Context: an optimization exercise on an open-source flow, tuned for small area and a short achievable clock period. The choices shown serve that exercise and are no tape-out recipe.
At most, simulation tests tie the RTL to the original design; equivalence was not proved.
Power figures rest on the tool's default switching activity, not on a simulated workload.

## job 101
## PE
module PE (
    input  wire               clk,
    input  wire               rst,
    input  wire               en,
    input  wire               mode_residual,
    input  wire signed [15:0] input_data,
    input  wire signed [15:0] weight_data,
    input  wire signed [15:0] residual_data,
    output reg  signed [15:0] output_data,
    output wire               input_sparse,
    output wire               weight_sparse,
    output wire               computation_skipped,
    output reg         [15:0] sparse_count,
    output reg         [15:0] total_count
);
    assign input_sparse  = (input_data[15:4] == 12'h000) |
                           ((input_data[15:4] == 12'hfff) & (input_data[3:0] != 4'h0));
    assign weight_sparse = (weight_data[15:4] == 12'h000) |
                           ((weight_data[15:4] == 12'hfff) & (weight_data[3:0] != 4'h0));
    assign computation_skipped = input_sparse | weight_sparse;
    wire skip = computation_skipped;
    wire mac = en & ~skip;
    reg  [15:0] acc_s;
    reg  [15:0] acc_c;
    reg         acc_x;
    wire pp_0_0;    
    nd2 u_pp0_0 (.a(input_data[0]), .b(weight_data[0]), .y(pp_0_0));
    wire pp_0_1;    
    nd2 u_pp0_1 (.a(input_data[0]), .b(weight_data[1]), .y(pp_0_1));
    wire pp_0_2;    
    nd2 u_pp0_2 (.a(input_data[0]), .b(weight_data[2]), .y(pp_0_2));
    wire pp_0_3;    
    nd2 u_pp0_3 (.a(input_data[0]), .b(weight_data[3]), .y(pp_0_3));
    wire pp_0_4;    
    nd2 u_pp0_4 (.a(input_data[0]), .b(weight_data[4]), .y(pp_0_4));
    wire pp_0_5;    
    nd2 u_pp0_5 (.a(input_data[0]), .b(weight_data[5]), .y(pp_0_5));
    wire pp_0_6;    
    nd2 u_pp0_6 (.a(input_data[0]), .b(weight_data[6]), .y(pp_0_6));
    wire pp_0_7;    
    nd2 u_pp0_7 (.a(input_data[0]), .b(weight_data[7]), .y(pp_0_7));
    wire pp_0_8;    
    nd2 u_pp0_8 (.a(input_data[0]), .b(weight_data[8]), .y(pp_0_8));
    wire pp_0_9;    
  ...
For scale: about 100 I/O pins.
Settings: LEC_CHECK=0, CAP_MARGIN=20, CORE_MARGIN=2, CORE_UTILIZATION=40, CTS_BUF_LIST=sky130_fd_sc_hd__clkbuf_8, CTS_CLUSTER_DIAMETER=150, CTS_CLUSTER_SIZE=50, PLACE_DENSITY=0.6, SETUP_SLACK_MARGIN=3.5, SLEW_MARGIN=20, SYNTH_HIERARCHICAL=1, SYNTH_MINIMUM_KEEP_SIZE=0; clock period 8.0 ns.
standard.sh (not shown) runs the stock make flow with config.mk's settings and CLKGATE_MAP_FILE= SYNTH_SCRIPT=/design/flow/synth_recipe.tcl, a recipe that flattens the netlist after the stock synthesis.
==> flow/flow/run.sh <==
#!/bin/bash
# Standard ORFS layout with two changes:
#  - port buffers use the smallest buffer cell (buffer_ports' default pick is clkdlybuf4s50_1);
#  - after synthesis every combinational cell starts at drive strength 1 (flow/downsize.tcl),
#    and timing repair sizes up only what the timing needs.
set -euo pipefail
export BUFFER_PORTS_ARGS="-buffer_cell sky130_fd_sc_hd__buf_1"
export POST_SYNTH_TCL="$(pwd)/flow/downsize.tcl"
bash standard.sh finish > standard_flow.log 2>&1
==> flow/flow/downsize.tcl <==
# Sourced after the synthesized netlist is loaded (POST_SYNTH_TCL): set every
# combinational cell to its smallest (_1) drive strength; the later timing repair
# sizes up the cells that need it. Flip-flops are left as synthesis made them.
set db [ord::get_db]
set n 0
foreach inst [[ord::get_db_block] getInsts] {
  set m [[$inst getMaster] getName]
  if {[regexp {^(sky130_fd_sc_hd__[a-z0-9]+)_([0-9]+)$} $m -> base d]} {
    if {[string match "*__df*" $base] || [string match "*__dl*" $base] || [string match "*__sdf*" $base]} { continue }
    if {$d > 1} {
      set nm [$db findMaster ${base}_1]
      if {$nm ne "NULL" && $nm ne ""} { $inst swapMaster $nm; incr n }
    }
  }
}
puts "downsize.tcl: set $n cells to drive strength 1"
For job 102, these inputs were changed with respect to job 101:
- clearing CTS_CLUSTER_DIAMETER, which used to be 150
- swapping sky130_fd_sc_hd__clkbuf_8 for sky130_fd_sc_hd__clkbuf_4 sky130_fd_sc_hd__clkbuf_8 in CTS_BUF_LIST
- clearing CTS_CLUSTER_SIZE, which used to be 50
[summary]
- The ratio of cells with drive above 1 in the final layout of job 101 and that of job 102 are within noise of each other.
- Job 102 against job 101: first-iteration DRC count held steady, first-pass GRT wire length held steady, fmax held steady, post-placement setup slack held steady.
Modified inputs, job 103 compared to job 102
- an added TNS_END_PERCENT of 50
- a change of CTS_BUF_LIST from sky130_fd_sc_hd__clkbuf_4 sky130_fd_sc_hd__clkbuf_8 to sky130_fd_sc_hd__clkbuf_8
Job 103: no failed stages, no open violations at the end
Job 102 -> job 103: via count delta 0, exact match
Reported for job 103 and job 102, non-clock buffer count turned out identical to the last digit.
Any difference in utilization of the core after routing between job 103 and job 102 is small enough to ignore.
Sum of overflow across all layers after global routing: job 102 vs job 103 identical
Delta (job 103 minus job 102): design area saw little to no change, layout-stage area growth over the synthesis result has remained practically unchanged, switching portion of total power comparable, sequential fraction of total cell area closely matched the old numbers.
Going from job 102 to job 103, total die area comparable; final wirelength about even.
Power dissipated in combinational cells delta (job 103 -> job 102): insignificant


v6:
Another version of the RTL of PE (not shown whole).
Size in the first run: ~74 flip-flops, about 7300 sq um of cells after synthesis.
==> flow/config.mk <==
export PLATFORM = sky130hd
export DESIGN_NAME = PE
export DESIGN_NICKNAME = PE
export VERILOG_FILES = /design/flow/design.v
export SDC_FILE = /design/flow/constraint.sdc
export NUM_CORES = 4
export LEC_CHECK = 0
export CAP_MARGIN = 20
export CORE_MARGIN = 2
export CORE_UTILIZATION = 40
export CTS_BUF_LIST = sky130_fd_sc_hd__clkbuf_8
export PLACE_DENSITY = 0.6
export SETUP_SLACK_MARGIN = 3.4
export SLEW_MARGIN = 20
export SYNTH_HIERARCHICAL = 1
export SYNTH_MINIMUM_KEEP_SIZE = 0
==> flow/constraint.sdc <==
create_clock -name core_clock -period 8.0 [get_ports {clk}]
set_input_delay 1.6000 -clock core_clock [delete_from_list [all_inputs] [get_ports {clk}]]
set_output_delay 1.6000 -clock core_clock [all_outputs]
set_load 0.01 [all_outputs]
Scripts as last shown in full above: flow/flow/run.sh, flow/flow/downsize.tcl
The inputs of v7 differ from those of v6 as listed below.
- CTS_BUF_LIST no longer set, was sky130_fd_sc_hd__clkbuf_8
- PLACE_DENSITY now 0.5, was 0.6
- SETUP_SLACK_MARGIN now 3.5, was 3.4
- v7 vs v6: routed wire length up in v7
- Compared with v6, v7 shows final layout net count higher by 5.
- Against v6, v7 comes in 2.3 points higher on met1 usage in global routing.
- Timing startpoint of the critical path = weight_data[10]: v6; timing startpoint of the critical path = input_data[0]: v7
- Compared with v6, in v7 post-CTS setup buffer count higher, number of global-route vias before repair higher, final standard cell utilization of the core higher, post-route fraction of the period consumed by the critical path lower, core footprint roughly the same.
- In the metrics for v7 and v6, the one carrying the higher post-synthesis to final-layout area growth is v7.
- Cell count: v7 higher than v6
- Relative to v6, v7 improves setup slack.
No functional check of the RTL was part of any run of this note.

-- afterwards: timing with drivers on the ports --
The flow's constraints put no driver on any port. The routed layouts listed below were extracted and timed again, unchanged, in two steps.
Step 1 assumes that a clkbuf_16 drives the clock port and a buf_2 every other input.
Step 2 moves the port delays by t, midway between the first and last clock arrival at a register: inputs arrive t later, outputs are due t later. That takes back most of the time a late clock gives input paths.
Three values: ideal ports, drivers, drivers and shift; two values: the first two.
run | t (ns) | setup slack, ns | hold WS [ns] | slew at the worst register clock pin (ns) | cell pins on the clock port's net
job 101 | 0.388 | 3.559 / 3.538 / 3.200 | 0.470 / 0.470 / 0.470 | 0.08 / 0.08 | 1
job 102 | 0.388 | 3.559 / 3.538 / 3.200 | 0.470 / 0.470 / 0.470 | 0.08 / 0.08 | 1
job 103 | 0.388 | 3.559 / 3.538 / 3.200 | 0.470 / 0.470 / 0.470 | 0.08 / 0.08 | 1
v6 | 0.383 | 3.449 / 3.420 / 3.116 | 0.472 / 0.472 / 0.472 | 0.08 / 0.08 | 1
v7 | 0.377 | 3.499 / 3.479 / 3.146 | 0.474 / 0.474 / 0.474 | 0.06 / 0.06 | 1
After both steps setup and hold are still met in every run listed.
